This is an optimization exercise on Yosys and OpenROAD, whose aim is small area, not a production implementation.
Where RTL was checked, it was by simulation tests only, not by an equivalence proof against the original.
No functional check of the RTL was part of runs 1 to 3, 5 and 6.
The clock cells of run 6 come from the design's own scripts or RTL, not from TritonCTS.
The clock input has no modelled driver; a real chip could not lean on it and would need a root buffer or a full tree.
No activity file was given, so power comes from the tool's default toggle rates.

$ cat design/flow/run.sh
#!/bin/bash
# synth_recipe.tcl (not shown) runs the flow's synth.tcl, then flattens the netlist and writes it again
# the make line also repeats each setting of config.mk as NAME=value (left out here)
make -C /OpenROAD-flow-scripts/flow DESIGN_CONFIG=/design/flow/config.mk WORK_HOME=/design/flow/orfs CLKGATE_MAP_FILE= SYNTH_SCRIPT=/design/flow/synth_recipe.tcl finish
$ cat design/flow/config.mk
export PLATFORM = sky130hd
export DESIGN_NAME = top
export DESIGN_NICKNAME = top
export VERILOG_FILES = /design/flow/design.v
export SDC_FILE = /design/flow/constraint.sdc
export NUM_CORES = 4
export LEC_CHECK = 0
export CAP_MARGIN = 20
export CORE_MARGIN = 2
export CORE_UTILIZATION = 40
export SLEW_MARGIN = 20
$ cat design/flow/constraint.sdc
create_clock -name core_clock -period 10.0 [get_ports {ck}]
set_input_delay 2.0000 -clock core_clock [delete_from_list [all_inputs] [get_ports {ck}]]
set_output_delay 2.0000 -clock core_clock [all_outputs]
set_load 0.01 [all_outputs]
$ cat design/flow/design.v
`timescale 1ns/1ps
module deb #(parameter ASYNC = 0) (
    input ck, reset,
    input button,
    output reg d,
    output p0, p1           
);
    localparam [3:0] P = 4'b1010;
    reg [3:0] s;
    wire [3:0] c = s ^ P;
    wire hold = (c == 4'd0);
    wire go = hold & (button ^ d);
    wire g = (~c[3] & ~c[2] & (c[1] | c[0])) | (c[3] & c[2] & ~c[1]);
    wire [3:0] nc = {c[2:0], g | go};
    always @(posedge ck)
        s <= reset ? P : (nc ^ P);
    if (ASYNC) begin : g_async
        always @(posedge ck, posedge reset)
            if (reset) d <= 1'b0;
            else d <= d ^ go;
    end else begin : g_sync
        always @(posedge ck)
            d <= ~reset & (d ^ go);
    end
    assign p0 = d & c[0] & ~c[1] & ~c[2] & ~c[3];
    assign p1 = d & c[0] & c[1] & ~c[2];
endmodule
module lfsr #(parameter W = 4, parameter K = 0, parameter XN = 0,
              parameter [W-1:0] E = 0, parameter [W-1:0] X = 0) (
    input ck,
    input load,
    output hit
);
    localparam [W-1:0] P = {(W+1)/2{2'b10}};
    reg [W-1:0] s;
    wire [W-1:0] q = s ^ P;
    assign hit = (q == E);
    wire fb = q[W-1] ^ q[K] ^ XN[0] ^ hit;
    always @(posedge ck)
        s <= load ? (X ^ P) : ({q[W-2:0], fb} ^ P);
endmodule
module top(
    input ck, reset,
    input mode, hh, mm, switch,
    output alarm, mode0, mode1,
    output CA, CB, CC, CD, CE, CF, CG, DP,
    output [7:0] AN
    );
    wire mode_d, mode_p0, mode_p1;
    wire hh_d, hh_p0, hh_p1;
    wire mm_d, mm_p0, mm_p1;
    wire sw_d, sw_p0, sw_p1;
    deb #(0) u0(ck, reset, mode, mode_d, mode_p0, mode_p1);
    deb #(0) u1(ck, reset, hh, hh_d, hh_p0, hh_p1);
    deb #(0) u2(ck, reset, mm, mm_d, mm_p0, mm_p1);
    deb #(1) u3(ck, reset, switch, sw_d, sw_p0, sw_p1);
    reg ca;
    always @(posedge ck, posedge reset)
        if (reset) ca <= 1'b1;
        else ca <= ca ^ mode_p0;
    wire sec, min, refresh, hit;
    lfsr #(13, 9, 0, 13'h23, 13'h47) t_hs(ck, reset, sec);
    lfsr #(20, 0, 1, 20'h58b0a, 20'hb1614) t_mn(ck, reset, min);
    lfsr #(4, 2, 1, 4'hc, 4'h8) t_rf(ck, reset, refresh);
    lfsr #(13, 9, 0, 13'h23, 13'h47) t_mt(ck, mm_p1, hit);
    localparam IDLE = 3'b000, WAIT = 3'b001, A1 = 3'b100, I1 = 3'b101, A2 = 3'b110, I2 = 3'b111;
    reg [2:0] s;
    reg [2:0] s_next;
    always @(*)
        case (s)
            IDLE: s_next = mm_p0 ? WAIT : IDLE;
            WAIT: s_next = !mm_d ? IDLE : (hit && !mm_p1) ? A1 : WAIT;
            A1:   s_next = !mm_d ? A2 : hit ? I1 : A1;
            I1:   s_next = A1;
            A2:   s_next = mm_d ? IDLE : hit ? I2 : A2;
            I2:   s_next = A2;
            default: s_next = IDLE;
        endcase
    always @(posedge ck)
        s <= reset ? IDLE : s_next;
    wire inc = s[0] & (s[2] | mm_p1);
    wire up_clock60 = (inc & ca) | (min & ~s[2]);
    wire up_alarm60 = inc & ~ca;
    wire ca_prev = ca ^ mode_p1;
    wire up_alarm24 = hh_p1 & ~ca_prev;
    reg [3:0] h0, h2, a0, a2;
    reg [2:0] h1, a1;
    reg [1:0] h3, a3;
    wire c0 = up_clock60 & h0[3] & h0[0];
    wire carry = c0 & h1[2] & h1[0];
    wire up_clock24 = carry | (hh_p1 & ca_prev);
    wire ac0 = up_alarm60 & a0[3] & a0[0];
    wire hw = h3[1] & h2[1] & h2[0];            
    wire aw = a3[1] & a2[1] & a2[0];
    always @(posedge ck, posedge reset)
        if (reset) begin
            h0 <= 0; h1 <= 0; h2 <= 0; h3 <= 0;
            a0 <= 0; a1 <= 0; a2 <= 0; a3 <= 0;
        end else begin
            h0 <= h0 ^ ({4{up_clock60}} & {h0[0] & (h0[1] & h0[2] | h0[3]), h0[0] & h0[1], h0[0] & ~h0[3], 1'b1});
            h1 <= h1 ^ ({3{c0}} & {h1[0] & (h1[1] | h1[2]), h1[0] & ~h1[2], 1'b1});
            h2 <= hw ? (up_clock24 ? 4'd0 : h2) : h2 ^ ({4{up_clock24}} & {h2[0] & (h2[1] & h2[2] | h2[3]), h2[0] & h2[1], h2[0] & ~h2[3], 1'b1});
            h3 <= hw ? (up_clock24 ? 2'd0 : h3) : h3 ^ ({2{up_clock24 & h2[3] & h2[0]}} & {h3[0], 1'b1});
            a0 <= a0 ^ ({4{up_alarm60}} & {a0[0] & (a0[1] & a0[2] | a0[3]), a0[0] & a0[1], a0[0] & ~a0[3], 1'b1});
            a1 <= a1 ^ ({3{ac0}} & {a1[0] & (a1[1] | a1[2]), a1[0] & ~a1[2], 1'b1});
            a2 <= aw ? (up_alarm24 ? 4'd0 : a2) : a2 ^ ({4{up_alarm24}} & {a2[0] & (a2[1] & a2[2] | a2[3]), a2[0] & a2[1], a2[0] & ~a2[3], 1'b1});
            a3 <= aw ? (up_alarm24 ? 2'd0 : a3) : a3 ^ ({2{up_alarm24 & a2[3] & a2[0]}} & {a3[0], 1'b1});
        end
    reg [1:0] sel;
    always @(posedge ck, posedge reset)
        if (reset) sel <= 0;
        else sel <= sel ^ {refresh & sel[0], refresh};
    reg [3:0] dig;
    always @(*)
        case (sel)
            2'd0: dig = ca ? h0 : a0;
            2'd1: dig = ca ? {1'b0, h1} : {1'b0, a1};
            2'd2: dig = ca ? h2 : a2;
            default: dig = ca ? {2'b0, h3} : {2'b0, a3};
        endcase
    reg [6:0] c;
    always @(*)
        case (dig)
            4'h0: c = 7'b0000001;
            4'h1: c = 7'b1001111;
            4'h2: c = 7'b0010010;
            4'h3: c = 7'b0000110;
            4'h4: c = 7'b1001100;
            4'h5: c = 7'b0100100;
            4'h6: c = 7'b0100000;
            4'h7: c = 7'b0001111;
            4'h8: c = 7'b0000000;
            4'h9: c = 7'b0000100;
            default: c = 7'b0000000;
        endcase
    assign {CA, CB, CC, CD, CE, CF, CG} = c;
    assign AN = {4'b1111, ~(4'b0001 << sel)};
    reg sec_tog;
    always @(posedge ck, posedge reset)
        if (reset) sec_tog <= 1'b0;
        else sec_tog <= sec_tog ^ sec;
    assign DP = ~((sel == 2'd2) & (~ca | sec_tog));
    assign alarm = sw_d & ({h3, h2, h1, h0} == {a3, a2, a1, a0});
    assign mode0 = ca;
    assign mode1 = ~ca;
endmodule
==> run notes, run 1 <==
The power density over the cells is 216 nW/um2. The die area came out at 11600 um2. The area growth from synthesis to layout is 10.5%.

Following the worst setup path forward leads to its endpoint at CE. The I/O pin count is 25. The static leakage is 2.09 nW. The post-synthesis sequential element count came out at 103. In this run the critical register-to-register path is captured at h3[0].

The setup TNS came out at 0 ps. The half-perimeter wire length after placement came out at 5740 um. Post-CTS repair changed the size of 0 cells.

For this run, the top clock speed supported by timing is 195 MHz. In this run the worst setup path begins at sel[0]. The portion of the post-synthesis area used by sequential elements is 51.5%. The routed length per instance came out at 13.6 um. Dividing the final minimum period by the clock period gives 51.4%. The via count of the first global-routing pass came out at 2867. In the final design database the tool counted 463 nets. The remaining global-route overflow came out at 0.

The number of design rule violations left after detail routing came out at 0. The initial core utilization came out at 41.4%. In this run the clock root is driven by a sky130_fd_sc_hd__clkbuf_8. The worst slack at placement is 5220 ps. The register ranked first by flip-flop count is t_mn.s. IR analysis of the VDD net gives a maximum drop of 0.0000951 V. The actual transition at the worst max-transition pin is 716 ps. The final number of setup-violating endpoints came out at 0. The netlist area before placement is 4310 um2. The final clock skew came out at 9.77 ps. The clock drives 103 sinks.

The setup slack after layout is 4860 ps. The register with the most flip-flops in the layout has 20 of them. The maximum net fanout on the critical path came out at 15.

The critical path goes through nor2b_1 -> inv_1 -> o22ai_1 -> a211oi_1 -> inv_1 -> ha_1 -> nor2_1 -> nor2_1 -> a21oi_1 -> clkdlybuf4s50_1. The congestion estimate from routability-driven global placement came to 0.813. The cell family contributing the most delay on the critical path is buffers and inverters. After detailed placement, the design holds a cell count of 573. The critical path contains buffers and inverters numbering 3 combined. The remaining antenna violation count came out at 0. The final period demand of the worst path came out at 5140 ps. The non-filler instance count after layout came out at 588. The number of cell rows is 37. The synthesized netlist contains 58 unique library cells. The post-CTS repair timing setup buffer count came out at 0. In this run the deepest clock path goes through 2 buffers. The synthesized design contains 0 enable-type register cells. The mean number of vias per cell is 4.94. For this block, the initial DRC count from the detailed router was 102. The worst register-to-register path has a depth of 9.

The number of antenna repair diodes is 0. The slowest stage cell on the critical path is sky130_fd_sc_hd__dfrtp_1. The number of instances in the synthesized netlist is 436.

In the final layout, the share of cells above drive strength 1 is 7.30%. The setup slack of the worst register-to-register path came out at 7610 ps. The worst setup path is launched from a flip-flop.

The clock-pin slew reported for the worst setup and hold paths after clock tree synthesis is 90 ps. The wire length of the first global-routing pass came out at 13900 um. The warning count from the yosys run came out at 6. The number of antenna violations at the first check in global routing came out at 0.

The fraction of registers with async set/reset is 30.1%. The largest registers in the layout are t_mn.s x20, t_hs.s x13, t_mt.s x13. The total CTS buffers came out at 9. The largest stage delay on the critical path is 690 ps. The depth of the critical timing path with buffers and inverters included came out at 10. In this run the mean area of a mapped cell was 9.89 um2.

The number of max-slew violations in the final report was 0. The source of the worst register-to-register timing path is u2.s[2]. Setup repair after global routing left no endpoint under its margin. The main flop type after synthesis is sky130_fd_sc_hd__dfxtp_1. In this run, post-CTS hold repair placed 0 buffers.

Data on the critical path is required at its endpoint by 8000 ps. The die extent in y is 108 um. Entering global routing, the biggest net connects 36 pins. The core area came out at 10400 um2. The critical path is of the flip-flop to primary output type. The worst max-slew margin expressed relative to the limit is 52.0%.

The first TritonRoute pass finished after 4 iterations. The number of levels the H-tree was split into is 3. The CTS tree is yes. The endpoint kind of the worst setup timing path is a primary output.

The number of endpoints with negative hold slack in the final report was 0. The routed wire length came out at 8020 um. At the worst endpoint, the arrival time is 3140 ps. The flow ran to the end and the layout has no timing, DRC or antenna violations.

The global-route usage over all layers came out at 15.2%. Input and output buffers added on the ports amount to 20. The clock latency of the later-clocked register in the worst-skew pair came out at 360 ps.

From left edge to right edge, the die measures 108 um. The tightest min-delay check is of the flip-flop to flip-flop type. The total number of vias is 2906. The max-cap violation count is 0.
-- cell usage after synthesis (3+ instances only) --
cell / count / area [um2]
sky130_fd_sc_hd__o21ai_0: 18 / 90.1
sky130_fd_sc_hd__a21oi_1: 5 / 25.0
sky130_fd_sc_hd__ha_1: 9 / 113
sky130_fd_sc_hd__xnor2_1: 21 / 184
sky130_fd_sc_hd__mux2_2: 3 / 33.8
sky130_fd_sc_hd__clkbuf_1: 13 / 48.8
sky130_fd_sc_hd__mux2i_1: 12 / 120
sky130_fd_sc_hd__inv_1: 12 / 45.0
sky130_fd_sc_hd__and3_1: 3 / 18.8
sky130_fd_sc_hd__nor2b_1: 9 / 56.3
sky130_fd_sc_hd__nor4bb_1: 4 / 40.0
sky130_fd_sc_hd__xor2_1: 16 / 140
sky130_fd_sc_hd__nor3_1: 4 / 20.0
sky130_fd_sc_hd__nand2b_1: 3 / 18.8
sky130_fd_sc_hd__dfxtp_1: 72 / 1440
sky130_fd_sc_hd__mux4_2: 3 / 67.6
sky130_fd_sc_hd__nand3b_1: 4 / 30.0
sky130_fd_sc_hd__nand3_1: 12 / 60.1
sky130_fd_sc_hd__dfrtp_1: 30 / 751
sky130_fd_sc_hd__nor2_1: 51 / 191
sky130_fd_sc_hd__nor4_1: 6 / 37.5
sky130_fd_sc_hd__nand2_1: 65 / 244
sky130_fd_sc_hd__and3b_1: 3 / 26.3
sky130_fd_sc_hd__nand4_1: 5 / 31.3
sky130_fd_sc_hd__buf_4: 5 / 37.5
-- placed cells by master, fill, tap and decap left out, types with 4 or more instances in the layout --
master / instances
sky130_fd_sc_hd__conb_1: 4
sky130_fd_sc_hd__o21ai_0: 18
sky130_fd_sc_hd__nor4bb_1: 4
sky130_fd_sc_hd__ha_1: 9
sky130_fd_sc_hd__nand2_1: 65
sky130_fd_sc_hd__clkbuf_8: 12
sky130_fd_sc_hd__dfrtp_1: 30
sky130_fd_sc_hd__nor2b_1: 9
sky130_fd_sc_hd__mux2i_1: 12
sky130_fd_sc_hd__nand3b_1: 4
sky130_fd_sc_hd__clkdlybuf4s50_1: 20
sky130_fd_sc_hd__a21oi_1: 5
sky130_fd_sc_hd__xnor2_1: 21
sky130_fd_sc_hd__dfxtp_1: 72
sky130_fd_sc_hd__nor3_1: 4
sky130_fd_sc_hd__nor4_1: 6
sky130_fd_sc_hd__nand4_1: 5
sky130_fd_sc_hd__nor2_1: 51
sky130_fd_sc_hd__xor2_1: 16
sky130_fd_sc_hd__nand3_1: 12
sky130_fd_sc_hd__inv_1: 11
-- per-stage QoR --
step | instance area, um2 | hold WS [ps] | utilization, % | power [mW]
finish | 4760 | 380 | 45.7 | 1.03
global placement | 4580 | 359 | 44.0 | 0.789
detailed placement | 4580 | 363 | 44.0 | 0.796
CTS | 4760 | 385 | 45.7 | 1.04
floorplan | 4320 | 353 | - | 0.689
global route | 4760 | 397 | 45.7 | 1.09
-- worst reg2reg max path, cell delays in order (launching register included) --
cell                       delay, ps
sky130_fd_sc_hd__dfxtp_1         430
sky130_fd_sc_hd__and4bb_1        310
sky130_fd_sc_hd__o2111a_1        280
sky130_fd_sc_hd__a21o_4          220
sky130_fd_sc_hd__a41oi_4         370
sky130_fd_sc_hd__nand2b_4        220
sky130_fd_sc_hd__nor2_1           50
sky130_fd_sc_hd__ha_1            280
sky130_fd_sc_hd__nand2_1          50
sky130_fd_sc_hd__o21ai_0          70
-- cell families (layout without fill, tap and decap cells) --
| kind of cell | Yosys count | in the layout | share of synthesized area [%] |
|---|---|---|---|
| xor+xnor | 37 | 37 | 7.52 |
| compound gates | 47 | 47 | 7.63 |
| buf+inv | 36 | 49 | 3.98 |
| fa+ha+maj | 9 | 9 | 2.61 |
| simple gates | 185 | 185 | 21.6 |
| mux | 18 | 18 | 5.14 |
| other cells | 1 | 4 | 0.0870 |
| flops | 103 | 103 | 51.5 |
-- power breakdown --
group	internal (mW)	switching, mW	total [mW]
Combinational	0.138	0.113	0.251
Sequential	0.469	0.0645	0.533
Clock	0.109	0.133	0.242
Total	0.716	0.311	1.03
-- cell type report --
class	count	area (um2)
clock buffers	12	165
inverters	12	45.0
flip-flops and latches	103	2220
well taps	136	170
multi-input cells	300	1930
repair buffers	22	215
fillers	1000	5650
clock inverters	3	16.3
-- routing by layer --
metal / global-route usage, % / vias to the layer above / routed length, um
met5: 0 / - / 0
met4: 5.22 / 0 / 135
met3: 3.27 / 12 / 209
met2: 23.5 / 34 / 3580
met1: 21.2 / 1376 / 4090
li1: - / 1484 / -
-- how the worst min path moves through the flow --
stage / startpoint / end / slack [ps] / depth (start not counted)
after global routing: t_mt.s[10] / t_mt.s[11] / 400 / 1
after global placement: t_rf.s[0] / t_rf.s[1] / 360 / 1
after CTS: t_rf.s[0] / t_rf.s[1] / 380 / 1
after floorplan: t_mn.s[1] / t_mn.s[2] / 350 / 1
final: t_rf.s[0] / t_rf.s[1] / 380 / 1
after detailed placement: t_rf.s[0] / t_rf.s[1] / 360 / 1
==> run 2: changes to the inputs <==
--- a/design/flow/config.mk
+++ b/design/flow/config.mk
@@ -8,4 +8,6 @@
 export CAP_MARGIN = 20
 export CORE_MARGIN = 2
 export CORE_UTILIZATION = 40
+export CTS_CLUSTER_DIAMETER = 200
+export CTS_CLUSTER_SIZE = 50
 export SLEW_MARGIN = 20
==> run 2 against run 1 <==
Still clean; wire length unchanged; sequential share of layout area unchanged; non-clock buffer count unchanged; global-route usage unchanged; clock power about the same; design area unchanged; critical path depth unchanged; critical path type unchanged.
==> run notes, run 2 <==
The setup slack of the worst register-to-register path came out at 7610 ps (about the same). The reg-to-reg endpoint is h3[0]. The hold buffer count at CTS is 0 (unchanged).

After synthesis, the most frequently instantiated cells are 72 x sky130_fd_sc_hd__dfxtp_1, 65 x sky130_fd_sc_hd__nand2_1, 51 x sky130_fd_sc_hd__nor2_1. The depth of the worst hold-timing path is 1 (unchanged). The die boundary width is 108 um (unchanged). The maximum net fanout on the critical path is 15 (unchanged). The part of the power in the clock network came out at 23.6% (about the same).

The number of cells on the worst reg-to-reg path came out at 9 (unchanged). The total number of vias came out at 2906 (unchanged). The number of endpoints with negative hold slack in the final report was 0 (unchanged). The number of antenna violations at the first check in global routing was 0 (unchanged). The number of max-slew violations in the final report came out at 0 (unchanged). The maximum number of pins on one net before global-route repair came out at 36 (unchanged). The most common cell in the synthesized netlist is sky130_fd_sc_hd__dfxtp_1.

The flow ran to the end and the layout has no timing, DRC or antenna violations. The number of levels the H-tree was split into came out at 3 (unchanged). The final clock skew is 9.77 ps (unchanged).

The worst hold path begins at t_rf.s[0]. The worst voltage drop across the vdd grid came to 0.0000951 V (unchanged). The worst setup path is launched from a flip-flop. The post-synthesis sequential element count was 103 (unchanged).

The path class of the tightest hold or removal check is flip-flop to flip-flop. The setup TNS is 0 ps (unchanged). The net count of the finished layout was 463 (unchanged). The critical path ends at CE.

The worst max-slew margin expressed relative to the limit came out at 52.0% (unchanged). The global-route usage over all layers came out at 15.2% (unchanged). The tree is rooted in a sky130_fd_sc_hd__clkbuf_8. The routed wire length is 8020 um (unchanged).

The number of fill cells in the layout came out at 1000 (unchanged). The storage element area came to 2220 um2 (unchanged). The final period demand of the worst path is 5140 ps (unchanged). The setup slack after layout is 4860 ps (unchanged). Sorting the synthesized cells by area gives the leading types as sky130_fd_sc_hd__dfxtp_1 33%, sky130_fd_sc_hd__dfrtp_1 17%, sky130_fd_sc_hd__nand2_1 5.7%. The count of input and output buffers is 20 (unchanged). The number of design rule violations left after detail routing is 0 (unchanged). The remaining antenna violation count came out at 0 (unchanged). The register ranked first by flip-flop count is t_mn.s. The TritonCTS sink count is 103 (unchanged). The share of post-route cells with drive strength above 1 is 7.30% (unchanged). The portion of the post-synthesis area used by sequential elements is 51.5% (unchanged). The highest layer touched by signal routing is met4. TritonCTS built the clock tree. The total CTS buffers was 9 (unchanged).

The area fraction of the dominant cell type after synthesis is 33.4% (unchanged). The largest total area in the synthesized netlist belongs to sky130_fd_sc_hd__dfxtp_1. The count of instances resized after the clock tree is built is 0 (unchanged). The number of antenna repair diodes is 0 (unchanged). The portion of total power attributed to sequential cells came to 52.0% (about the same). The synthesized area per cell is 9.89 um2 (unchanged). The wire length of the first global-routing pass is 13900 um (unchanged). The actual transition at the worst max-transition pin is 716 ps (unchanged).

The iteration-0 DRC count of the detailed router came to 102 (unchanged). The worst setup path startpoint is sel[0]. The cell internal power dissipation is 0.716 mW (unchanged).

The final cycle utilization of the critical path is 51.4% (unchanged). The routed metal-1 wirelength was 4090 um (unchanged). The worst slack at placement is 5220 ps (unchanged). The die area came out at 11600 um2 (unchanged).

The number of library cell types mapped by synthesis came out at 58 (unchanged). The initial core utilization was 41.4% (unchanged). The clock latency of the later-clocked register in the worst-skew pair is 360 ps (about the same).

The power density over the cells was 216 nW/um2 (unchanged). The number of cell rows is 37 (unchanged). The synthesis-to-finish area growth is 10.5% (unchanged). The core utilization of the finished layout is 45.7% (unchanged). The met3 wire length was 209 um (unchanged). The warning count from the yosys run came out at 6 (unchanged).

In this run the critical register-to-register path is launched from u2.s[2]. The most used flip-flop cell after synthesis is sky130_fd_sc_hd__dfxtp_1. The half-perimeter wire length after placement is 5740 um (unchanged). The number of instances in the synthesized netlist came out at 436 (unchanged). The I/O pin count is 25 (unchanged). The met2 wire length is 3580 um (unchanged).

The max-cap violation count came to 0 (unchanged). The remaining global-route overflow is 0 (unchanged). The final weighted congestion in routability-driven placement is 0.813 (unchanged). The netlist area before placement is 4310 um2 (unchanged).

The static leakage is 2.09 nW (unchanged). The switching fraction of total power came out at 30.3% (unchanged). The flip-flop count of the largest register after layout was 20 (unchanged). The fraction of registers with async set/reset came out at 30.1% (unchanged). The number of enable flip-flop cells after synthesis came out at 0 (unchanged). The clock-pin slew reported for the worst setup and hold paths after clock tree synthesis is 90 ps (about the same).

The routed length per instance is 13.6 um (unchanged). The post-CTS repair timing setup buffer count came out at 0 (unchanged). The required arrival time at the worst endpoint came out at 8000 ps (about the same). The net switching power of the design came out at 0.311 mW (unchanged). STA classifies the critical path endpoint as a primary output.

The final number of setup-violating endpoints came out at 0 (unchanged). In the final layout, the registers with the most flip-flops are t_mn.s x20, t_hs.s x13, t_mt.s x13. The achievable clock frequency is 195 MHz (unchanged). The number of buffers on the longest clock path is 2 (unchanged). The area taken by multi-input logic gates came out at 1930 um2 (unchanged).

The mean number of vias per cell is 4.94 (unchanged). The via count of the first global-routing pass came to 2867 (unchanged). The portion of total power attributed to combinational logic was 24.4% (about the same). In the layout the commonest cells are 72 x sky130_fd_sc_hd__dfxtp_1, 65 x sky130_fd_sc_hd__nand2_1, 51 x sky130_fd_sc_hd__nor2_1.

The core area is 10400 um2 (unchanged). The classification of the worst setup path is flip-flop to primary output. The die extent in y came out at 108 um (unchanged). Leaving out fill and tap cells, the most frequent cell in the layout is sky130_fd_sc_hd__dfxtp_1. The number of iterations in the first detailed-routing pass is 4 (unchanged). The worst endpoint data arrival time is 3140 ps (about the same). Setup repair after global routing left no endpoint under its margin.
## run 2: cell counts after synthesis
Identical to the previous run, type by type.
## run 2: logic make-up after synthesis
| logic type | Yosys count | share of synthesized area [%] |
|---|---|---|
| buffers and inverters | 36 | 3.98 |
| xor gates and xnor gates | 37 | 7.52 |
| AOI/OAI and AO/OA | 47 | 7.63 |
| DFF | 103 | 51.5 |
| adders and majority gates | 9 | 2.61 |
| muxes | 18 | 5.14 |
| other | 1 | 0.0870 |
| and+or+nand+nor | 185 | 21.6 |
## run 2: cell type report
type,count,area share (%)
Sequential cell,103,46.6
Inverter,12,0.946
Multi-Input combinational cell,300,40.6
Tap cell,136,3.57
Clock inverter,3,0.342
Clock buffer,12,3.47
Timing Repair Buffer,22,4.52
## run 2: worst min-delay path by stage
stage | slack, ps | endpoint
floorplan | 350 | t_mn.s[2]
global placement | 360 | t_rf.s[1]
detailed placement | 360 | t_rf.s[1]
CTS | 380 | t_rf.s[1]
global route | 400 | t_mt.s[11]
finish | 380 | t_rf.s[1]
## run 2: metrics by stage
stage | instance area (um2) | std cells | total power [mW] | hold slack [ps]
2_1_floorplan | 4320 | 439 | 0.689 | 353
3_3_place_gp | 4580 | 573 | 0.789 | 359
3_5_place_dp | 4580 | 573 | 0.796 | 363
4_1_cts | 4760 | 588 | 1.04 | 385
5_1_grt | 4760 | 588 | 1.09 | 397
6_report | 4760 | 588 | 1.03 | 380
## run 2: worst max-delay path, cell delays in order (launching register included)
cell and delay (ps):
sky130_fd_sc_hd__dfrtp_1 690, sky130_fd_sc_hd__nor2b_1 190, sky130_fd_sc_hd__inv_1 120, sky130_fd_sc_hd__o22ai_1 80, sky130_fd_sc_hd__a211oi_1 480, sky130_fd_sc_hd__inv_1 160
sky130_fd_sc_hd__ha_1 230, sky130_fd_sc_hd__nor2_1 100, sky130_fd_sc_hd__nor2_1 50, sky130_fd_sc_hd__a21oi_1 150, sky130_fd_sc_hd__clkdlybuf4s50_1 550
## run 2: metal layers
layer  vias to the layer above  GRT usage, %
met5                         -             0
met4                         0          5.22
met3                        12          3.27
met2                        34          23.5
met1                      1376          21.2
li1                       1484             -
## run 2: power by group through the flow
stage / registers, mW / clock network, mW / logic, mW
2_1_floorplan: 0.507 / 0 / 0.182
3_3_place_gp: 0.539 / 0 / 0.250
3_5_place_dp: 0.543 / 0 / 0.253
4_1_cts: 0.534 / 0.251 / 0.254
5_1_grt: 0.545 / 0.267 / 0.282
6_report: 0.533 / 0.242 / 0.251
==> run 3: changes to the inputs <==
==> design/flow/flow/run.sh (new file) <==
#!/bin/bash
# Layout flow: the standard layout (standard.sh), with smaller port
# buffers, a clock tree without dummy loads, and power recovery (downsizing
# of cells off the critical paths) after global routing.
set -euo pipefail
export BUFFER_PORTS_ARGS="-buffer_cell sky130_fd_sc_hd__buf_1"
export CTS_ARGS="-sink_clustering_enable -repair_clock_nets -dont_use_dummy_load"
export RECOVER_POWER=100
bash standard.sh finish > standard_flow.log 2>&1
==> design/flow/standard.sh (new file) <==
#!/bin/bash
# synth_recipe.tcl (not shown) runs the flow's synth.tcl, then flattens the netlist and writes it again
# the make line also repeats each setting of config.mk as NAME=value (left out here)
make -C /OpenROAD-flow-scripts/flow DESIGN_CONFIG=/design/flow/config.mk WORK_HOME=/design/flow/orfs CLKGATE_MAP_FILE= SYNTH_SCRIPT=/design/flow/synth_recipe.tcl "${@:-finish}"
--- a/design/flow/config.mk
+++ b/design/flow/config.mk
@@ -8,6 +8,4 @@
 export CAP_MARGIN = 20
 export CORE_MARGIN = 2
 export CORE_UTILIZATION = 40
-export CTS_CLUSTER_DIAMETER = 200
-export CTS_CLUSTER_SIZE = 50
 export SLEW_MARGIN = 20
removed: design/flow/run.sh
==> run 3 against run 2 <==
The layout now fails its checks (capacitance limit, slew limit); worst setup slack improved by 170 ps; wire length shrank 4.2%; power fell by 8.7%; synthesized cell count unchanged; sequential share of layout area grew 2.3 points; critical path depth is 5 lower; utilization shrank 2.2 points; design area shrank 4.7%; combinational power is 19% lower.
==> run notes, run 3 <==
The number of design rule violations left after detail routing came out at 0 (unchanged). The worst register-to-register path ends at h3[0]. The netlist area before placement was 4310 um2 (unchanged). The share of the synthesized netlist area taken by xor and xnor gates was 7.52% (unchanged). The worst setup path is launched from an input pin. The number of levels the H-tree was split into came out at 3 (unchanged). The TritonCTS sink count came out at 103 (unchanged). The remaining antenna violation count came out at 0 (unchanged).

The worst endpoint data arrival time came out at 5250 ps (+2110 ps). TritonCTS built the clock tree. The global-route usage over all layers is 14.7% (-0.52 points). The clock-pin slew reported for the worst setup and hold paths after clock tree synthesis was 90 ps (about the same).

The number of enable flip-flop cells after synthesis is 0 (unchanged). STA classifies the critical path endpoint as a flip-flop. The number of iterations in the first detailed-routing pass is 4 (unchanged). The worst max-slew margin expressed relative to the limit came out at -51.1% (-100 points).

The mean number of vias per cell came out at 5.01 (+1.3%). The combinational family with the most area after synthesis is simple AND/OR/NAND/NOR gates. The synthesized area per cell is 9.89 um2 (unchanged). The count of buffering cells on the critical path with inverters included came out at 4 (+1). The required arrival time at the worst endpoint is 10280 ps (+2280 ps). The portion of the post-synthesis area used by sequential elements was 51.5% (unchanged). The number of endpoints with negative hold slack in the final report is 0 (unchanged). The flow ran to the end, but the layout failed its checks. The half-perimeter wire length after placement came out at 5510 um (-4.0%). The final clock skew was 20.8 ps (+11.0 ps). The largest stage delay on the critical path came out at 1670 ps (+980 ps). The maximum number of pins on one net before global-route repair is 46 (+28%). The warning count from the yosys run came out at 6 (unchanged).

The iteration-0 DRC count of the detailed router is 161 (+58%). The total number of vias is 2913 (+0.24%). The number of library cell types mapped by synthesis was 58 (unchanged).

The largest registers in the layout are t_mn.s x20, t_hs.s x13, t_mt.s x13. The post-CTS repair timing setup buffer count was 0 (unchanged). The hold buffer count at CTS came out at 0 (unchanged). The power density over the cells is 206 nW/um2 (-4.2%). The cell family contributing the most delay on the critical path is buffers and inverters. The total CTS buffers is 9 (unchanged). The die boundary width came out at 108 um (unchanged). The setup slack after layout came out at 5030 ps (+167 ps). The final weighted congestion in routability-driven placement is 0.813 (about the same).

The number of buffers on the longest clock path came out at 2 (unchanged). The final cycle utilization of the critical path is 49.7% (-1.7 points). In the layout the commonest cells are 72 x sky130_fd_sc_hd__dfxtp_1, 65 x sky130_fd_sc_hd__nand2_1, 51 x sky130_fd_sc_hd__nor2_1. The met2 track demand over resource was 23.3% (-0.13 points). The most numerous cell in the Yosys netlist is sky130_fd_sc_hd__dfxtp_1. The slowest stage cell on the critical path is sky130_fd_sc_hd__clkbuf_1. The worst setup path startpoint is reset. The start point of the worst hold path is t_hs.s[10]. The path class of the tightest hold or removal check is flip-flop to flip-flop.

Yosys attributes the largest share of cell area to sky130_fd_sc_hd__dfxtp_1 33%, sky130_fd_sc_hd__dfrtp_1 17%, sky130_fd_sc_hd__nand2_1 5.7%. The source of the worst register-to-register timing path is ca. The number of antenna violations at the first check in global routing is 0 (unchanged). The die extent in y came out at 108 um (unchanged). The wire length of the first global-routing pass came out at 13600 um (-2.3%). The core utilization of the finished layout came out at 43.6% (-2.2 points). The post-synthesis sequential element count is 103 (unchanged).

The number of max-slew violations in the final report is 46 (+46). The placed instance count is 573 (unchanged). The routed length per instance came out at 13.2 um (-3.2%). The non-filler instance count after layout came out at 582 (-1.0%). The initial core utilization came out at 41.4% (unchanged). The core area is 10400 um2 (unchanged). The routed wire length came to 7680 um (-4.2%). The register ranked first by flip-flop count is t_mn.s. The net count of the finished layout came out at 463 (unchanged). The count of instances resized after the clock tree is built came out at 0 (unchanged). The met3 track demand over resource in global routing is 3.63% (+0.36 points). The fraction of registers with async set/reset came out at 30.1% (unchanged). The root buffer cell is sky130_fd_sc_hd__clkbuf_8.

The met1 capacity usage during global routing is 19.8% (-1.4 points). The area fraction of the dominant cell type after synthesis is 33.4% (unchanged). Setup repair after global routing left no endpoint under its margin. The actual transition at the worst max-transition pin came out at 2270 ps (+1550 ps). The share of post-route cells with drive strength above 1 is 4.48% (-2.8 points). The commonest non-fill, non-tap cell in the layout is sky130_fd_sc_hd__dfxtp_1.

The number of cell rows came out at 37 (unchanged). The final number of setup-violating endpoints is 0 (unchanged). The complex-gate fraction of the synthesized area is 7.63% (unchanged).

From synthesis to final layout, the design area changed by 5.28%. The mux contribution to synthesized area came out at 5.14% (unchanged). By startpoint and endpoint, the worst setup path is classified as input pin to flip-flop.

Of all cell types, the one taking the most synthesized area is sky130_fd_sc_hd__dfxtp_1. The remaining global-route overflow was 0 (unchanged). The hold path endpoint is t_hs.s[11]. The critical path goes through buf_1 -> clkbuf_1 -> inv_1 -> clkbuf_1 -> and3_1. The final period demand of the worst path is 4970 ps (-167 ps). The setup slack of the worst register-to-register path is 7130 ps (-480 ps). The die area was 11600 um2 (unchanged).

The arithmetic-cell share of the synthesized area counting full adders, half adders and majority gates came out at 2.61% (unchanged). The synthesized-area fraction occupied by and/or/nand/nor cells is 21.6% (unchanged). The flip-flop count of the largest register after layout is 20 (unchanged). The layout checks failed on capacitance limit, slew limit. The number of cells on the worst reg-to-reg path came out at 9 (unchanged). Counting stages on the worst path, the most repeated cell is sky130_fd_sc_hd__clkbuf_1.

The setup TNS came out at 0 ps (unchanged). The via count of the first global-routing pass came out at 2874 (+0.24%). The number of antenna repair diodes is 0 (unchanged). The cell area after placement came out at 4460 um2 (-2.7%). The number of instances in the synthesized netlist was 436 (unchanged). The maximum net fanout on the critical path is 45 (+30). The depth of the worst hold-timing path is 1 (unchanged). The commonest cells after synthesis are 72 x sky130_fd_sc_hd__dfxtp_1, 65 x sky130_fd_sc_hd__nand2_1, 51 x sky130_fd_sc_hd__nor2_1. The worst voltage drop across the vdd grid is 0.0000898 V (-5.6%). The static leakage came out at 1.98 nW (-5.0%). The clock latency of the later-clocked register in the worst-skew pair came to 350 ps (about the same). The worst slack at placement is 5650 ps (+422 ps).

The peak-usage layer in the global routing report is met2. The max-cap violation count is 1 (+1). The achievable clock frequency is 201 MHz (+3.4%).

The final instance area is 4540 um2 (-4.7%). The count of input and output buffers is 20 (unchanged). The main flop type after synthesis is sky130_fd_sc_hd__dfxtp_1. The I/O pin count came out at 25 (unchanged).
-- run 3: cell counts after synthesis --
Identical to the previous run, type by type.
-- run 3: worst max path at each step --
stage | depth (start not counted) | slack [ps] | endpoint
after floorplan | 10 | 5900 | CE
after global placement | 10 | 5750 | CE
after detailed placement | 10 | 5650 | CE
after CTS | 10 | 5250 | CE
after global routing | 4 | 4500 | a2[3]
final | 5 | 5030 | s[1]
-- run 3: cell type report --
cell class                      instances  area, um2
Fill cell                            1036       5880
Sequential cell                       103       2220
Multi-Input combinational cell        300       1900
Tap cell                              136        170
Clock buffer                            9        124
Timing Repair Buffer                   22       82.6
Inverter                               12       45.0
-- run 3: stage by stage --
| stage | hold WS (ps) | power [mW] |
|---|---|---|
| 3_3_place_gp | 358 | 0.743 |
| 4_1_cts | 378 | 0.952 |
| 6_report | 372 | 0.937 |
| 2_1_floorplan | 353 | 0.689 |
| 5_1_grt | 395 | 1.00 |
| 3_5_place_dp | 361 | 0.749 |
-- run 3: worst register-to-register path, stage by stage (launching register included) --
cell and delay (ps):
sky130_fd_sc_hd__dfstp_1 830, sky130_fd_sc_hd__inv_1 270, sky130_fd_sc_hd__xnor2_1 220, sky130_fd_sc_hd__nor2b_1 140, sky130_fd_sc_hd__a41oi_1 570, sky130_fd_sc_hd__nand2b_1 250, sky130_fd_sc_hd__nor2_1 60, sky130_fd_sc_hd__ha_1 290
sky130_fd_sc_hd__nand2_1 60, sky130_fd_sc_hd__o21ai_0 70
-- run 3: report_power, final --
part           internal (mW)  switching, mW  leakage (nW)
combinational         0.0920          0.112         0.900
clock                 0.0811          0.121        0.0647
sequential             0.468         0.0627          1.02
total                  0.641          0.295          1.98
-- run 3: logic make-up after synthesis --
logic type               count (synthesis)
AO/OA/AOI/OAI                           47
XOR/XNOR                                37
flip-flops                             103
other                                    1
buffers and inverters                   36
adder cells (fa/ha/maj)                  9
multiplexers                            18
AND/OR/NAND/NOR                        185
-- run 3: per-layer routing --
| layer | share of wire [%] | up-vias |
|---|---|---|
| met5 | 0 | - |
| met4 | 0.91 | 0 |
| met3 | 3.5 | 6 |
| met2 | 45 | 43 |
| met1 | 51 | 1387 |
| li1 | - | 1477 |
==> run 4: changes to the inputs <==
--- a/design/flow/design.v
+++ b/design/flow/design.v
@@ -131,7 +131,12 @@
             4'h7: c = 7'b0001111;
             4'h8: c = 7'b0000000;
             4'h9: c = 7'b0000100;
-            default: c = 7'b0000000;
+            4'hA: c = 7'b0010000;
+            4'hB: c = 7'b0000110;
+            4'hC: c = 7'b0000100;
+            4'hD: c = 7'b0100100;
+            4'hE: c = 7'b0100000;
+            default: c = 7'b0001111;
         endcase
     assign {CA, CB, CC, CD, CE, CF, CG} = c;
     assign AN = {4'b1111, ~(4'b0001 << sel)};
==> design/flow/flow/run.sh (replaced) <==
#!/bin/bash
# Layout flow: the standard layout (standard.sh) with three changes:
#  1. after the standard synthesis, the combinational logic is mapped again
#     for area (flow/area.abc); the flip-flops are kept exactly as the
#     standard synthesis made them (same instances, names and cells);
#  2. the port buffers are buf_1 cells;
#  3. the clock tree is built without dummy loads.
# Each tool's output goes to a log file of its own in this folder.
set -euo pipefail
export BUFFER_PORTS_ARGS="-buffer_cell sky130_fd_sc_hd__buf_1"
export CTS_ARGS="-sink_clustering_enable -repair_clock_nets -dont_use_dummy_load"
R="orfs/results/${FLOW_PLATFORM}/top/base"
LIB="${FLOW_HOME}/platforms/${FLOW_PLATFORM}/lib/sky130_fd_sc_hd__tt_025C_1v80.lib"
YOSYS="$(command -v yosys || echo "${FLOW_HOME}/../tools/install/yosys/bin/yosys")"

bash standard.sh synth > standard_synth.log 2>&1

cp "$R/1_2_yosys.v" "$R/1_2_yosys_standard.v"
DU="-dont_use sky130_fd_sc_hd__probe_p_8 -dont_use sky130_fd_sc_hd__probec_p_8 -dont_use sky130_fd_sc_hd__lpflow_*"
"$YOSYS" -p "read_liberty -ignore_miss_func $LIB; blackbox sky130_fd_sc_hd__df*; \
  read_verilog $R/1_2_yosys_standard.v; hierarchy -top $FLOW_TOP; flatten; opt_clean; \
  abc -liberty $LIB $DU -script flow/area.abc; opt_clean -purge; splitnets; opt_clean -purge; \
  hilomap -singleton -hicell sky130_fd_sc_hd__conb_1 HI -locell sky130_fd_sc_hd__conb_1 LO; \
  insbuf -buf sky130_fd_sc_hd__buf_4 A X; \
  read_liberty -lib -overwrite -ignore_miss_func $LIB; hierarchy -top $FLOW_TOP; \
  check -assert -mapped; tee -o resynth_stat.txt stat -liberty $LIB; \
  write_verilog -noattr -nohex -nodec $R/1_2_yosys.v" > resynth.log 2>&1

bash standard.sh finish > standard_finish.log 2>&1
==> design/flow/flow/area.abc (new file) <==
strash
dc2
dch -f
amap
strash
dc2
dch -f
amap
topo
==> run 4 against run 3 <==
Now clean on timing, DRC and antenna; combinational power fell by 7%; synthesized cell count rose by 5.3%; fmax fell by 1.9%; worst setup slack got worse by 98 ps; largest cell class unchanged; critical path depth rose by 5.
==> run notes, run 4 <==
The final instance area came out at 4290 um2 (-5.4%). The number of design rule violations left after detail routing came out at 0 (unchanged). The CTS tree is yes.

The final clock skew came out at 31.3 ps (+10.5 ps). The count of buffering cells on the critical path with inverters included came out at 3 (-1). The static leakage was 1.70 nW (-14%).

The initial core utilization came out at 40.7% (-0.66 points). The routed wire length is 8060 um (+5.0%). The number of fill cells in the layout came out at 999 (-3.6%).

The worst max-slew margin expressed relative to the limit came to 53.5% (+100 points). The tree is rooted in a sky130_fd_sc_hd__clkbuf_8. The achievable clock frequency is 197 MHz (-1.9%). Setup repair after global routing left no endpoint under its margin. The via count of the first global-routing pass was 2969 (+3.3%).

The number of levels the H-tree was split into came out at 3 (unchanged). The actual transition at the worst max-transition pin came out at 698 ps (-1570 ps). The slowest stage cell on the critical path is sky130_fd_sc_hd__a2111oi_0. The required arrival time at the worst endpoint is 8000 ps (-2280 ps). The warning count from the yosys run is 6 (unchanged). The setup TNS came out at 0 ps (unchanged). The flow ran to the end and the layout has no timing, DRC or antenna violations.

The total number of vias is 3171 (+8.9%). The hold buffer count at CTS came out at 0 (unchanged). The net count of the finished layout is 498 (+7.6%). The remaining global-route overflow is 0 (unchanged). The commonest non-fill, non-tap cell in the layout is sky130_fd_sc_hd__nor2_1. The total CTS buffers came out at 9 (unchanged).

The top cell types in the final layout, fill and taps aside, are 84 x sky130_fd_sc_hd__nor2_1, 72 x sky130_fd_sc_hd__dfxtp_1, 67 x sky130_fd_sc_hd__nand2_1. The wire length of the first global-routing pass came to 13700 um (+0.31%). In the final layout, the registers with the most flip-flops are t_mn.s x20, t_hs.s x13, t_mt.s x13. The clock-pin slew reported for the worst setup and hold paths after clock tree synthesis is 80 ps (about the same). The storage element area is 2220 um2 (unchanged). The synthesized area per cell was 8.55 um2 (-14%). The clock latency of the later-clocked register in the worst-skew pair is 370 ps (+20 ps). From synthesis to final layout, the design area changed by 9.40%.

The worst voltage drop across the vdd grid came out at 0.000111 V (+24%). The power density over the cells is 210 nW/um2 (+1.8%). The number of instances in the synthesized netlist is 459 (+5.3%). The half-perimeter wire length after placement came to 5900 um (+7.1%). The final period demand of the worst path came to 5070 ps (+98.1 ps). The number of antenna repair diodes is 0 (unchanged). The count of input and output buffers came to 20 (unchanged). The cell area after placement is 4170 um2 (-6.4%).

The max-cap violation count was 0 (-1). The number of cell rows was 36 (-2.7%). The power consumption is 0.902 mW (-3.7%). The post-CTS repair timing setup buffer count is 0 (unchanged). The maximum net fanout on the critical path is 6 (-87%).

The number of iterations in the first detailed-routing pass is 4 (unchanged). The TritonCTS sink count came to 103 (unchanged). The core area was 9640 um2 (-7.5%). The final cycle utilization of the critical path came out at 50.7% (+0.98 points). The number of max-slew violations in the final report is 0 (-100%).

The final number of setup-violating endpoints came out at 0 (unchanged). The die area is 10600 um2 (-8.6%). The number of antenna violations at the first check in global routing came out at 0 (unchanged). The flip-flop count of the largest register after layout came to 20 (unchanged). The largest stage delay on the critical path is 520 ps (-1150 ps). The share of post-route cells with drive strength above 1 came out at 2.86% (-1.6 points). The core utilization of the finished layout was 44.5% (+0.98 points). The remaining antenna violation count came out at 0 (unchanged). The count of instances resized after the clock tree is built came to 0 (unchanged).

The global-route usage over all layers is 16.6% (+1.9 points). More flip-flops sit in one register than any other, and that register is t_mn.s. The netlist area before placement is 3930 um2 (-8.9%). The iteration-0 DRC count of the detailed router came out at 162 (+0.62%). The classification of the worst-slack hold path is flip-flop to flip-flop.

The critical path goes through clkinv_1 -> nor2_1 -> clkinv_1 -> o22ai_1 -> a2111oi_0 -> a31oi_1 -> nor2_1 -> a2111oi_0 -> o21bai_1 -> buf_1. The final weighted congestion in routability-driven placement was 0.896 (+10%). The endpoint kind of the worst setup timing path is a primary output.

The I/O pin count is 25 (unchanged). The maximum number of pins on one net before global-route repair is 65 (+41%). The mean number of vias per cell was 5.09 (+1.7%).

The number of buffers on the longest clock path was 2 (unchanged). The kind of cell adding the most delay to the critical path is compound AO/OA/AOI/OAI gates. STA classifies the critical path startpoint as a flip-flop. The worst endpoint data arrival time is 3070 ps (-2180 ps).

The classification of the worst setup path is flip-flop to primary output. The number of endpoints with negative hold slack in the final report came out at 0 (unchanged). The routed length per instance was 12.9 um (-1.9%).

The die extent in y is 103 um (-4.4%). The die boundary width is 103 um (-4.4%). The area taken by multi-input logic gates is 1470 um2 (-23%).
## run 4: layout make-up
cell class	instances	area share, %
timing repair buffer	23	2.27
tap	133	3.88
clock buffer	9	2.88
inverter	59	5.16
sequential	103	51.7
multi-input combinational	296	34.1
## run 4: metrics by stage
stage                     hold WS, ps  setup WS (ps)  instances
after floorplan                   358           5370        462
after global placement            363           5530        614
after detailed placement          367           5330        614
after CTS                         387           4930        623
after global routing              400           4670        623
final                             384           4930        623
## run 4: final timing paths
path                                 start  depth (start not counted)  slack (ps)   endpoint
worst max-delay path                sel[1]                         10        4930         CD
worst min-delay path             t_mt.s[8]                          1         380  t_mt.s[9]
worst max register to register  t_mn.s[14]                         15        6480      h2[3]
worst min register to register   t_mt.s[8]                          1         380  t_mt.s[9]
max in group asynchronous            reset                          4        7450      a2[3]
min in group asynchronous            reset                          4        2050      h0[2]
## run 4: where the power goes
part	switching, mW	internal (mW)
logic	0.122	0.0673
registers	0.0415	0.468
clock network	0.123	0.0810
## run 4: metal layers
metal | wire, um | track usage (%)
met3 | 485 | 5.63
met1 | 3770 | 21.3
met5 | 0 | 0
met4 | 108 | 5.36
met2 | 3700 | 26.5
==> run 5: changes to the inputs <==
--- a/design/flow/design.v
+++ b/design/flow/design.v
@@ -93,11 +93,13 @@
     wire hw = h3[1] & h2[1] & h2[0];            
     wire aw = a3[1] & a2[1] & a2[0];
     always @(posedge ck, posedge reset)
+        if (reset) h0 <= 0;
+        else h0 <= h0 ^ ({4{up_clock60}} & {h0[0] & (h0[1] & h0[2] | h0[3]), h0[0] & h0[1], h0[0] & ~h0[3], 1'b1});
+    always @(posedge ck)
         if (reset) begin
-            h0 <= 0; h1 <= 0; h2 <= 0; h3 <= 0;
+            h1 <= 0; h2 <= 0; h3 <= 0;
             a0 <= 0; a1 <= 0; a2 <= 0; a3 <= 0;
         end else begin
-            h0 <= h0 ^ ({4{up_clock60}} & {h0[0] & (h0[1] & h0[2] | h0[3]), h0[0] & h0[1], h0[0] & ~h0[3], 1'b1});
             h1 <= h1 ^ ({3{c0}} & {h1[0] & (h1[1] | h1[2]), h1[0] & ~h1[2], 1'b1});
             h2 <= hw ? (up_clock24 ? 4'd0 : h2) : h2 ^ ({4{up_clock24}} & {h2[0] & (h2[1] & h2[2] | h2[3]), h2[0] & h2[1], h2[0] & ~h2[3], 1'b1});
             h3 <= hw ? (up_clock24 ? 2'd0 : h3) : h3 ^ ({2{up_clock24 & h2[3] & h2[0]}} & {h3[0], 1'b1});
@@ -141,9 +143,8 @@
     assign {CA, CB, CC, CD, CE, CF, CG} = c;
     assign AN = {4'b1111, ~(4'b0001 << sel)};
     reg sec_tog;
-    always @(posedge ck, posedge reset)
-        if (reset) sec_tog <= 1'b0;
-        else sec_tog <= sec_tog ^ sec;
+    always @(posedge ck)
+        sec_tog <= ~reset & (sec_tog ^ sec);
     assign DP = ~((sel == 2'd2) & (~ca | sec_tog));
     assign alarm = sw_d & ({h3, h2, h1, h0} == {a3, a2, a1, a0});
     assign mode0 = ca;
==> run 5 against run 4 <==
Still clean on timing, DRC and antenna; combinational power shrank 4%; worst setup slack improved by 140 ps; non-clock buffer count down 1; synthesized cell count rose by 2.8%; area after synthesis shrank 1.1%; first-iteration DRC count up 5.6%; utilization up 0.88 points; via count rose by 2.1%; clock power hardly changed; power decreased by 2.8%; largest power group unchanged.
==> run notes, run 5 <==
The largest stage delay on the critical path was 640 ps (+120 ps). The switching fraction of total power came out at 30.8% (-0.88 points). The highest metal layer used by the detailed router is met4. The clock latency of the later-clocked register in the worst-skew pair came out at 370 ps (about the same). The final number of setup-violating endpoints was 0 (unchanged). The max-cap violation count is 0 (unchanged). The actual transition at the worst max-transition pin is 874 ps (+177 ps).

The clock-pin slew reported for the worst setup and hold paths after clock tree synthesis came out at 100 ps (+20 ps). The startpoint identified for the worst register-to-register timing path is t_mn.s[11]. The final weighted congestion in routability-driven placement is 0.936 (+4.5%). The hold buffer count at CTS is 0 (unchanged). The signal on the critical path passes through clkinv_1 -> a2111oi_0 -> a21oi_1 -> a2111oi_0 -> a21o_1 -> buf_1. The most numerous cell type found on the critical path is sky130_fd_sc_hd__a2111oi_0. The share of post-route cells with drive strength above 1 is 2.59% (-0.27 points). The global-route usage over all layers came out at 16.5% (-0.11 points). The number of antenna repair diodes is 0 (unchanged). The netlist area before placement is 3880 um2 (-1.1%). The half-perimeter wire length after placement came to 5730 um (-2.8%). The total CTS buffers came out at 9 (unchanged). In this run the clock root is driven by a sky130_fd_sc_hd__clkbuf_8. The warning count from the yosys run came out at 6 (unchanged). The met2 wire length came to 3500 um (-5.4%). The count of input and output buffers is 20 (unchanged).

The number of cells on the worst reg-to-reg path is 15 (unchanged). The static leakage came to 1.55 nW (-8.7%). The number of cell rows came out at 35 (-2.8%).

The mean number of vias per cell is 5.13 (+0.79%). The setup TNS came out at 0 ps (unchanged). The I/O pin count came out at 25 (unchanged). TritonCTS built the clock tree.

The maximum number of pins on one net before global-route repair came to 40 (-38%). The routed wire length was 7900 um (-1.9%). The worst voltage drop across the vdd grid is 0.000104 V (-6.8%). The commonest non-fill, non-tap cell in the layout is sky130_fd_sc_hd__dfxtp_1. The portion of total power attributed to combinational logic is 20.6% (-0.4 points). The slowest stage cell on the critical path is sky130_fd_sc_hd__dfstp_2. The TritonCTS sink count came out at 103 (unchanged). The path class of the tightest hold or removal check is flip-flop to flip-flop. In the layout the commonest cells are 95 x sky130_fd_sc_hd__dfxtp_1, 94 x sky130_fd_sc_hd__nor2_1, 62 x sky130_fd_sc_hd__clkinv_1. The setup slack of the worst register-to-register path came to 6610 ps (+130 ps). The number of design rule violations left after detail routing is 0 (unchanged).

The setup path with the least slack is of type flip-flop to primary output. The number of buffers on the longest clock path came out at 2 (unchanged). The iteration-0 DRC count of the detailed router is 171 (+5.6%). The maximum net fanout on the critical path came to 12 (+6). The routed metal-1 wirelength is 3800 um (+0.88%). The start point of the worst hold path is t_mn.s[2]. The synthesis-to-finish area growth came out at 9.22%.

The number of max-slew violations in the final report came out at 0 (unchanged). The remaining antenna violation count is 0 (unchanged). The final cycle utilization of the critical path came out at 49.2% (-1.4 points). The synthesized area per cell is 8.22 um2 (-3.9%). The required arrival time at the worst endpoint came out at 8000 ps (about the same).

The number of antenna violations at the first check in global routing came out at 0 (unchanged). The number of fill cells in the layout came to 951 (-4.8%). The area taken by multi-input logic gates came out at 1530 um2 (+4.0%).

The initial core utilization is 41.6% (+0.88 points). The power density over the cells is 207 nW/um2 (-1.5%). The net switching power of the design is 0.270 mW (-5.5%).

The part of the power in the clock network is 23.0% (+0.4 points). The critical path starts at ca. The core area is 9330 um2 (-3.2%). Setup repair after global routing left no endpoint under its margin. The number of endpoints with negative hold slack in the final report is 0 (unchanged). The achievable clock frequency is 203 MHz (+2.9%). The non-filler instance count after layout came out at 631 (+1.3%). The core utilization of the finished layout is 45.4% (+0.88 points). The routed length per instance is 12.5 um (-3.2%). The die extent in y is 102 um (-0.55%).

The number of iterations in the first detailed-routing pass came to 4 (unchanged). The total number of vias came to 3237 (+2.1%). The flip-flop count of the largest register after layout is 20 (unchanged).

The kind of cell adding the most delay to the critical path is compound AO/OA/AOI/OAI gates. The die boundary width came to 102 um (-0.55%). The worst setup path is launched from a flip-flop. The placed instance count came to 622 (+1.3%).

The worst slack at placement came out at 5450 ps (+119 ps). The wire length of the first global-routing pass was 13700 um (+0.40%). The worst max-slew margin expressed relative to the limit was 41.7% (-12 points). The net count of the finished layout came to 510 (+2.4%). The die area came out at 10500 um2 (-1.1%). The register with the most flip-flops in the final layout is t_mn.s. The endpoint kind of the worst setup timing path is a primary output.

The setup slack after layout came out at 5080 ps (+144 ps). The portion of total power attributed to sequential cells came out at 56.4% (about the same). The final clock skew came to 25.9 ps (-5.38 ps). The flow ran to the end and the layout has no timing, DRC or antenna violations. The count of instances resized after the clock tree is built came out at 0 (unchanged). The via count of the first global-routing pass is 3039 (+2.4%). The final period demand of the worst path is 4920 ps (-144 ps). The number of instances in the synthesized netlist was 472 (+2.8%). The storage element area came out at 2100 um2 (-5.2%). The largest registers in the layout are t_mn.s x20, t_hs.s x13, t_mt.s x13. The depth of the critical timing path with buffers and inverters included is 6 (-4). The worst endpoint data arrival time is 2920 ps (-150 ps). The met3 wire length came out at 487 um (+0.41%).

The depth of the worst hold-timing path was 1 (unchanged). The remaining global-route overflow came out at 0 (unchanged). The post-CTS repair timing setup buffer count came to 0 (unchanged). The number of levels the H-tree was split into was 3 (unchanged). The post-route worst hold slack came to 379 ps (-4.91 ps). The count of buffering cells on the critical path with inverters included was 2 (-1). The cell internal power dissipation came out at 0.607 mW (-1.5%).
-- run 5: cell count changes in the layout (fill, tap and decap cells not counted), moves of 7 or more --
cell,previous run,this run
sky130_fd_sc_hd__nor2_1,84,94
sky130_fd_sc_hd__or2_0,0,7
sky130_fd_sc_hd__dfxtp_1,72,95
sky130_fd_sc_hd__nand2_1,67,57
sky130_fd_sc_hd__a211oi_1,4,11
sky130_fd_sc_hd__nor3_1,10,19
sky130_fd_sc_hd__dfrtp_1,30,7
-- run 5: through the flow --
step	total power, mW	area [um2]
6_report	0.877	4240
5_1_grt	0.931	4240
2_1_floorplan	0.626	3890
3_3_place_gp	0.681	4110
3_5_place_dp	0.686	4110
4_1_cts	0.889	4240
-- run 5: area by class of cell --
| class | instances | area share, % |
|---|---|---|
| Inverter | 62 | 5.49 |
| Tap cell | 129 | 3.81 |
| Multi-Input combinational cell | 306 | 36.0 |
| Clock buffer | 9 | 2.92 |
| Timing Repair Buffer | 22 | 2.16 |
| Sequential cell | 103 | 49.6 |
-- run 5: layer usage --
layer	global-route usage (%)	vias up
met5	0	-
met4	5.85	0
met3	5.42	13
met2	26.5	83
met1	20.9	1474
li1	-	1667
-- run 5: final timing paths --
kind	end
max	CD
min	t_mn.s[3]
max reg2reg	h2[2]
min reg2reg	t_mn.s[3]
max in group asynchronous	ca
min in group asynchronous	asynchronous set/reset pin
-- run 5: power groups by stage --
stage	sequential [mW]	combinational [mW]	clock, mW
2_1_floorplan	0.496	0.130	0
5_1_grt	0.501	0.205	0.225
4_1_cts	0.495	0.182	0.212
3_5_place_dp	0.504	0.182	0
3_3_place_gp	0.504	0.177	0
6_report	0.495	0.181	0.202
==> run 6: changes to the inputs <==
--- a/design/flow/flow/run.sh
+++ b/design/flow/flow/run.sh
@@ -4,11 +4,15 @@
 #     for area (flow/area.abc); the flip-flops are kept exactly as the
 #     standard synthesis made them (same instances, names and cells);
 #  2. the port buffers are buf_1 cells;
-#  3. the clock tree is built without dummy loads.
+#  3. the clock tree is built by flow/manual_cts.tcl: four clkbuf_16 driven
+#     by the clock port, each driving the flip-flops of a quarter of the die.
 # Each tool's output goes to a log file of its own in this folder.
 set -euo pipefail
 export BUFFER_PORTS_ARGS="-buffer_cell sky130_fd_sc_hd__buf_1"
-export CTS_ARGS="-sink_clustering_enable -repair_clock_nets -dont_use_dummy_load"
+export PRE_CTS_TCL="$PWD/flow/manual_cts.tcl"
+export MCTS_ROOT=none
+export MCTS_LEAVES=4
+export MCTS_LEAF=sky130_fd_sc_hd__clkbuf_16
 R="orfs/results/${FLOW_PLATFORM}/top/base"
 LIB="${FLOW_HOME}/platforms/${FLOW_PLATFORM}/lib/sky130_fd_sc_hd__tt_025C_1v80.lib"
 YOSYS="$(command -v yosys || echo "${FLOW_HOME}/../tools/install/yosys/bin/yosys")"
==> design/flow/flow/manual_cts.tcl (new file) <==
# Replaces clock_tree_synthesis: the clock port drives one root clock buffer
# (MCTS_ROOT, or none) which drives MCTS_LEAVES leaf clock buffers (MCTS_LEAF), each driving the flip-flops nearest to it
# (or, with NB = 0, the root drives every flip-flop).
proc clock_tree_synthesis {args} {
  set block [ord::get_db_block]
  set db [ord::get_db]
  set clk [$block findNet ck]
  set rootm ""
  if {$::env(MCTS_ROOT) ne "none"} { set rootm [$db findMaster $::env(MCTS_ROOT)] }
  set sinks [$clk getITerms]
  set xs 0; set ys 0; set n 0
  foreach it $sinks {
    set loc [[$it getInst] getLocation]
    set xs [expr {$xs + [lindex $loc 0]}]; set ys [expr {$ys + [lindex $loc 1]}]; incr n
  }
  set cx [expr {int($xs / $n)}]; set cy [expr {int($ys / $n)}]
  if {$rootm eq "NULL" || $rootm eq ""} {
    set rnet $clk
  } else {
    set root [odb::dbInst_create $block $rootm clkbuf_root]
    set rnet [odb::dbNet_create $block clknet_root]
    $rnet setSigType CLOCK
    [$root findITerm A] connect $clk
    [$root findITerm X] connect $rnet
    $root setLocation $cx $cy
    $root setPlacementStatus PLACED
  }
  set nb $::env(MCTS_LEAVES)
  if {$nb == 0} {
    foreach it $sinks { $it disconnect; $it connect $rnet }
    return
  }
  # split sinks into a grid of nb groups: columns by x, then rows by y
  set lst {}
  foreach it $sinks { set loc [[$it getInst] getLocation]; lappend lst [list [lindex $loc 0] [lindex $loc 1] $it] }
  set lst [lsort -integer -index 0 $lst]
  set ncol [expr {int(ceil(sqrt($nb)))}]
  set nrow [expr {int(ceil(double($nb) / $ncol))}]
  set groups {}
  set percol [expr {int(ceil(double([llength $lst]) / $ncol))}]
  for {set c 0} {$c < $ncol} {incr c} {
    set col [lsort -integer -index 1 [lrange $lst [expr {$c*$percol}] [expr {($c+1)*$percol - 1}]]]
    set per [expr {int(ceil(double([llength $col]) / $nrow))}]
    for {set r 0} {$r < $nrow} {incr r} {
      lappend groups [lrange $col [expr {$r*$per}] [expr {($r+1)*$per - 1}]]
    }
  }
  set nb [llength $groups]
  set leafm [$db findMaster $::env(MCTS_LEAF)]
  for {set g 0} {$g < $nb} {incr g} {
    set grp [lindex $groups $g]
    if {[llength $grp] == 0} continue
    set xs 0; set ys 0
    foreach e $grp { set xs [expr {$xs + [lindex $e 0]}]; set ys [expr {$ys + [lindex $e 1]}] }
    set lx [expr {int($xs / [llength $grp])}]; set ly [expr {int($ys / [llength $grp])}]
    set b [odb::dbInst_create $block $leafm clkbuf_leaf_$g]
    set nn [odb::dbNet_create $block clknet_leaf_$g]
    $nn setSigType CLOCK
    [$b findITerm A] connect $rnet
    [$b findITerm X] connect $nn
    $b setLocation $lx $ly
    $b setPlacementStatus PLACED
    foreach e $grp { set it [lindex $e 2]; $it disconnect; $it connect $nn }
  }
}
==> run 6 against run 5 <==
Utilization shrank 0.25 points; final cell count fell by 0.79%; sequential share of layout area rose by 0.28 points; design area fell by 0.56%; fmax up 4.0%; clock skew is 15 ps lower; combinational power about the same; wire length is 1.3% lower; critical endpoint unchanged.
==> run notes, run 6 <==
The required arrival time at the worst endpoint came out at 8000 ps (about the same). The global-route usage over all layers came out at 15.3% (-1.3 points). The number of antenna repair diodes was 0 (unchanged). The I/O pin count is 25 (unchanged). The warning count from the yosys run came out at 6 (unchanged). The maximum number of pins on one net before global-route repair is 40 (unchanged). The number of antenna violations at the first check in global routing is 0 (unchanged). The net count of the finished layout came to 505 (-0.98%). The portion of total power attributed to sequential cells came out at 58.3% (+1.9 points).

Leaving out fill and tap cells, the most frequent cell in the layout is sky130_fd_sc_hd__dfxtp_1. The number of endpoints with negative hold slack in the final report is 0 (unchanged). The clock latency of the later-clocked register in the worst-skew pair came out at 160 ps (-210 ps). The depth of the worst hold-timing path was 1 (unchanged).

The number of instances in the synthesized netlist came out at 472 (unchanged). The final number of setup-violating endpoints is 0 (unchanged). In the layout the commonest cells are 95 x sky130_fd_sc_hd__dfxtp_1, 94 x sky130_fd_sc_hd__nor2_1, 62 x sky130_fd_sc_hd__clkinv_1. The worst endpoint data arrival time came out at 2730 ps (-190 ps). The portion of total power attributed to combinational logic is 21.3% (+0.7 points).

The core area came out at 9330 um2 (unchanged). The worst voltage drop across the vdd grid is 0.000113 V (+8.7%). Setup repair after global routing left no endpoint under its margin. The final period demand of the worst path is 4730 ps (-190 ps). The mean number of vias per cell came out at 5.11 (-0.35%). Counting flops per register, the top entry is t_mn.s.

The cell internal power dissipation is 0.599 mW (-1.2%). The final weighted congestion in routability-driven placement is 0.936 (unchanged). The final clock skew was 10.6 ps (-15.3 ps).

The count of instances resized after the clock tree is built is 0 (unchanged). The flip-flop count of the largest register after layout came out at 20 (unchanged). The netlist area before placement came out at 3880 um2 (unchanged). The number of design rule violations left after detail routing is 0 (unchanged). The static leakage is 1.54 nW (-0.99%). The via count of the first global-routing pass was 2977 (-2.0%). The achievable clock frequency is 211 MHz (+4.0%). The hold buffer count at CTS came out at 0 (unchanged).

The switching fraction of total power was 29.3% (-1.5 points). The number of cells on the worst reg-to-reg path is 15 (unchanged). The routed length per instance came to 12.5 um (-0.49%).

The routed wire length came out at 7800 um (-1.3%). The total number of vias came out at 3200 (-1.1%). The remaining antenna violation count came out at 0 (unchanged). The actual transition at the worst max-transition pin was 894 ps (+19.8 ps).

The share of post-route cells with drive strength above 1 came to 1.61% (-0.98 points). The post-CTS repair timing setup buffer count is 0 (unchanged). The classification of the worst-slack hold path is flip-flop to flip-flop. The maximum net fanout on the critical path was 12 (unchanged).

The clock-pin slew reported for the worst setup and hold paths after clock tree synthesis came to 90 ps (about the same). In the final layout, the registers with the most flip-flops are t_mn.s x20, t_hs.s x13, t_mt.s x13. The initial core utilization is 41.6% (unchanged). The max-cap violation count came out at 0 (unchanged). The half-perimeter wire length after placement is 5730 um (unchanged). The count of input and output buffers is 20 (unchanged).

The number of cell rows came out at 35 (unchanged). The remaining global-route overflow is 0 (unchanged). The power density over the cells came out at 201 nW/um2 (-2.7%). The iteration-0 DRC count of the detailed router came to 156 (-8.8%). The classification of the worst setup path is flip-flop to primary output.

The die area is 10500 um2 (unchanged). The net switching power of the design is 0.249 mW (-7.9%). The wire length of the first global-routing pass was 13500 um (-1.2%). The synthesis-to-finish area growth is 8.61%.

The die boundary width is 102 um (unchanged). The die extent in y is 102 um (unchanged). The number of iterations in the first detailed-routing pass came out at 4 (unchanged).

STA classifies the critical path startpoint as a flip-flop. The number of max-slew violations in the final report came out at 0 (unchanged). The run finished with no timing, DRC or antenna violations.

The setup TNS came out at 0 ps (unchanged). STA classifies the critical path endpoint as a primary output. The synthesized area per cell is 8.22 um2 (unchanged). The core utilization of the finished layout came to 45.2% (-0.25 points). The final cycle utilization of the critical path is 47.3% (-1.9 points).

The worst max-slew margin expressed relative to the limit came out at 40.4% (-1.3 points). The part of the power in the clock network came out at 20.4% (-2.6 points).
run 6: cell types whose count changed in the layout (fill, tap and decap cells not counted):
| cell | before | now |
|---|---|---|
| sky130_fd_sc_hd__clkbuf_16 | 0 | 4 |
| sky130_fd_sc_hd__clkbuf_8 | 9 | 0 |
run 6: area by class of cell:
| cell class | count | area (um2) |
|---|---|---|
| tap | 129 | 161 |
| buffer | 4 | 100 |
| multi-input combinational | 306 | 1530 |
| inverter | 62 | 233 |
| sequential | 103 | 2100 |
| timing repair buffer | 22 | 91.3 |
| fill | 939 | 5110 |
run 6: metal layers:
metal | vias to the layer above | GRT usage (%) | share of wire [%]
met4 | 0 | 3.18 | 1.8
li1 | 1658 | - | -
met5 | - | 0 | 0
met3 | 10 | 1.15 | 5.1
met1 | 1446 | 21.5 | 49
met2 | 86 | 25.9 | 44
run 6: power by group through the flow:
stage / clock, mW / combinational [mW] / sequential (mW)
floorplan: 0 / 0.130 / 0.496
global placement: 0 / 0.177 / 0.504
detailed placement: 0 / 0.182 / 0.504
CTS: 0.135 / 0.183 / 0.505
global route: 0.194 / 0.205 / 0.501
finish: 0.173 / 0.181 / 0.495
run 6: final timing paths:
| check | from | endpoint | slack, ps |
|---|---|---|---|
| setup / recovery | ca | CD | 5270 |
| hold / removal | t_mn.s[9] | t_mn.s[10] | 390 |
| setup reg to reg | t_mn.s[11] | h2[2] | 6620 |
| hold reg to reg | t_mn.s[9] | t_mn.s[10] | 390 |
| max in group asynchronous | reset | ca | 6790 |
| min in group asynchronous | reset | h0[3] | 2930 |
run 6: through the flow:
stage | instance area [um2] | cells | hold slack, ps | power (mW) | worst slack (ps)
2_1_floorplan | 3890 | 475 | 361 | 0.626 | 5610
3_3_place_gp | 4110 | 622 | 369 | 0.681 | 5570
3_5_place_dp | 4110 | 622 | 375 | 0.686 | 5450
4_1_cts | 4210 | 626 | 376 | 0.822 | 5460
5_1_grt | 4210 | 626 | 405 | 0.900 | 5120
6_report | 4210 | 626 | 393 | 0.849 | 5270
run 6: worst max-delay path, stage by stage (launching register included):
cell and delay, ps:
sky130_fd_sc_hd__dfstp_2 640, sky130_fd_sc_hd__clkinv_1 350, sky130_fd_sc_hd__a2111oi_0 480, sky130_fd_sc_hd__a21oi_1 170, sky130_fd_sc_hd__a2111oi_0 640, sky130_fd_sc_hd__a21o_1 150
sky130_fd_sc_hd__buf_1 150

what the ideal ports hide:
The flow's constraints put no driver on any port. The routed layouts listed below were extracted and timed again, unchanged, in two steps.
Step 1 assumes that a clkbuf_16 drives the clock port and a buf_2 every other input.
Step 2, shift: input delay + t, output delay - t, t = (earliest + latest rising clock arrival at the registers) / 2. This alone moves slack from input paths to output paths.
Three values: no drivers, after step 1, after step 2; two values: the first two.
run	shift t [ns]	setup slack, ns
run 1	0.386	4.865 / 4.832 / 5.218
run 2	0.386	4.865 / 4.832 / 5.218
run 3	0.374	5.032 / 5.040 / 4.666
run 4	0.389	4.934 / 4.902 / 5.290
run 5	0.386	5.078 / 5.048 / 5.434
run 6	0.234	5.268 / 5.191 / 5.426
